Background: an optimization exercise with open tools, aiming at small area and a short achievable clock period. Do not read the settings as production practice. Only simulation tests tie the RTL to the original design; equivalence was not proved. Power figures rest on the tool's default switching activity, not on a simulated workload.

## raven
==> flow/design.v (excerpt) <==
module cim_mac_tree (
    input         clk,
    input         rst_n,
    input         mac_en,
    input  [7:0]  col_mux,
    input  [15:0] data_in,
    input  [7:0]  bank0,  bank1,  bank2,  bank3,
                  bank4,  bank5,  bank6,  bank7,
                  bank8,  bank9,  bank10, bank11,
                  bank12, bank13, bank14, bank15,
    output [11:0] sum
);
Size: roughly 500 cells after synthesis, about 63 flip-flops, ~0.0053 mm^2 of cells after synthesis.
==> flow/config.mk <==
export PLATFORM = sky130hd
export DESIGN_NAME = cim_mac_tree
export DESIGN_NICKNAME = cim_mac_tree
export VERILOG_FILES = /design/flow/design.v
export SDC_FILE = /design/flow/constraint.sdc
export NUM_CORES = 4
export LEC_CHECK = 0
export CAP_MARGIN = 20
export CORE_MARGIN = 2
export CORE_UTILIZATION = 60
export CTS_BUF_LIST = sky130_fd_sc_hd__clkbuf_4
export SETUP_SLACK_MARGIN = 4.5
export SLEW_MARGIN = 20
export SYNTH_HIERARCHICAL = 1
==> flow/constraint.sdc <==
create_clock -name core_clock -period 8.0 [get_ports {clk}]
set_input_delay 1.6000 -clock core_clock [delete_from_list [all_inputs] [get_ports {clk}]]
set_output_delay 1.6000 -clock core_clock [all_outputs]
set_load 0.01 [all_outputs]
standard.sh (not shown) runs the stock make flow with config.mk's settings and CLKGATE_MAP_FILE= SYNTH_SCRIPT=/design/flow/synth_recipe.tcl, a recipe that flattens the netlist after the stock synthesis.
==> flow/flow/run.sh <==
#!/bin/bash
# The standard layout (the standard.sh, unchanged synthesis), with the
# port buffers made of the smallest buffer instead of the default choice.
set -o pipefail
export BUFFER_PORTS_ARGS="-buffer_cell sky130_fd_sc_hd__buf_1"
bash standard.sh finish > standard_flow.log 2>&1
The final layout from raven, which completed every stage, passed the timing, DRC and antenna checks at the end of the flow.
Setup changes, raven to fjord
- CTS_BUF_LIST changed from sky130_fd_sc_hd__clkbuf_4 to sky130_fd_sc_hd__clkbuf_4 sky130_fd_sc_hd__clkbuf_8
-- flow/flow/run.sh --
<<< raven, line 3
# port buffers made of the smallest buffer instead of the default choice.
>>> fjord, line 3
# port buffers made of the smallest buffer instead of the default choice,
# and ORFS's power recovery (downsizing of non-critical cells) after global
# routing.
<<< raven, line 6
>>> fjord, line 8
export RECOVER_POWER=100
Clock-buffer cell count ended up 1 higher on fjord than on raven. Row critical path data arrival time: fjord higher / raven lower. Relative to raven, met1 wire length increased by about 1.8% in fjord. Higher overall power after layout among fjord and raven: raven. fjord has overall track demand over capacity in global routing above what raven had. fjord ended with less internal cell power than raven. Summary: setup slack of the most critical reg-to-reg path, fjord worse than raven. Power in sequential cells essentially unchanged between raven and fjord. Finished, but not clean: fjord, with capacitance limit, slew limit. Summary of fjord over raven: layout overhead on the synthesized area roughly the same; final worst-path setup slack lower; post-synthesis instance total roughly the same.


== P ==
Starting RTL as in the previous note.
Settings: LEC_CHECK=0, CAP_MARGIN=20, CORE_MARGIN=2, CORE_UTILIZATION=60, CTS_BUF_LIST=sky130_fd_sc_hd__clkbuf_4 sky130_fd_sc_hd__clkbuf_8, SETUP_SLACK_MARGIN=4.5, SLEW_MARGIN=20, SYNTH_HIERARCHICAL=1; clock period 8.0 ns.
==> flow/flow/run.sh <==
#!/bin/bash
# The standard layout (the standard.sh, unchanged synthesis), with the
# port buffers made of the smallest buffer instead of the default choice.
set -o pipefail
export BUFFER_PORTS_ARGS="-buffer_cell sky130_fd_sc_hd__buf_1"
bash standard.sh finish > standard_flow.log 2>&1
Modified inputs, Q compared to P
Settings: PLACE_DENSITY newly set to 0.75.
--- outcome ---
Comparing fraction of area in multi-input gates for P and Q, the bigger number came from P. In Q, clock period minus worst slack is higher than in P. Result for P and Q: all clean. Compared with P, Q shows non-clock buffer count that has gone up slightly. From P to Q the numbers moved as follows: final area level, post-route fraction of the period consumed by the critical path moved up, wire length of the first global-routing pass moved up, wire length moved up, share of total power in the clock network moved up.
### Q -> R
Settings: an added GPL_ROUTABILITY_DRIVEN of 0; a change of SETUP_SLACK_MARGIN from 4.5 to 4.6; a deleted PLACE_DENSITY that had been 0.75.
Results
R: all stages complete, timing, DRC and antenna checks passed
The higher total instance count after detailed placement of R and Q is in Q.
Looking at power share of the combinational group, R sits 2.9 points below Q.
Summary of the comparison: layout cell share with drive strength beyond 1 is higher in R, relative to Q.
In the reports for R and Q, the larger fraction of met1 tracks used by global routing belongs to Q.
R vs. Q: leakage power total picked up an extra about 2.6%; total global-route track usage went down; sequential share of layout area fell by 0.37 points; total power moved down.
Modified inputs, S compared to R
Settings: setting ABC_AREA to 1 for the first time; changing SETUP_SLACK_MARGIN from 4.6 to 4.5; removing GPL_ROUTABILITY_DRIVEN (formerly 0).
[summary]
Comparing R against S, there is no change at all in number of sequential cells in the layout. Die boundary width (S vs. R) increases by a few percent. Compared with R, S shows internal portion of total power lower by 0.00012 W. Compared with R, S shows a power that is 0.000085 W higher. On growth of design area from synthesis to finish, the higher figure sits with R, not S.
What T does differently from S at the input level:
Settings: swapping 4.5 for 4.55 in SETUP_SLACK_MARGIN; clearing ABC_AREA, which used to be 1; swapping 20 for 10 in CAP_MARGIN; putting GPL_ROUTABILITY_DRIVEN at 0 where nothing was set; swapping 20 for 10 in SLEW_MARGIN.
From S to T the numbers moved as follows: total routed wirelength dropped about 14%, footprint of the multi-input gates went up by about 0.5%, final cycle utilization of the critical path down 0.73 points.
Compared with S, in T mean instance size in the synthesized netlist +23%; portion of total power attributed to sequential cells +1.0 points; fmax +4.9 MHz.
Delta (T minus S): vertical die dimension lower; reported leakage power lower; cell count lower.
| worst hold slack | T vs S | better |
Post-synth net total: T vs S down 145

re-timing with driven ports:
In the flow no input, the clock included, has a driving cell. The finished layouts below were timed again as built, in two steps.
Step 1 assumes that a clkbuf_16 drives the clock port and a buf_2 every other input.
Step 2 moves the port delays by t, midway between the first and last clock arrival at a register: inputs arrive t later, outputs are due t later. That takes back most of the time a late clock gives input paths.
Slacks: ideal ports / drivers / drivers and shift; pairs: ideal ports / drivers.
run | t (ns) | setup WS [ns] | slew at the worst register clock pin (ns) | cell pins on the clock port's net
raven | 0.432 | 4.525 / 4.520 / 4.088 | 0.12 / 0.12 | 1
fjord | 0.366 | 3.235 / 3.253 / 2.886 | 0.07 / 0.07 | 1
P | 0.376 | 4.537 / 4.537 / 4.187 | 0.07 / 0.07 | 1
Q | 0.388 | 4.509 / 4.483 / 4.095 | 0.07 / 0.07 | 1
R | 0.374 | 4.628 / 4.574 / 4.200 | 0.08 / 0.08 | 1
S | 0.379 | 4.524 / 4.519 / 4.140 | 0.08 / 0.08 | 1
T | 0.367 | 4.583 / 4.558 / 4.191 | 0.08 / 0.08 | 1
The setup slack of raven, which loses most, moves by -0.005 ns with the drivers and by -0.437 ns with both steps.
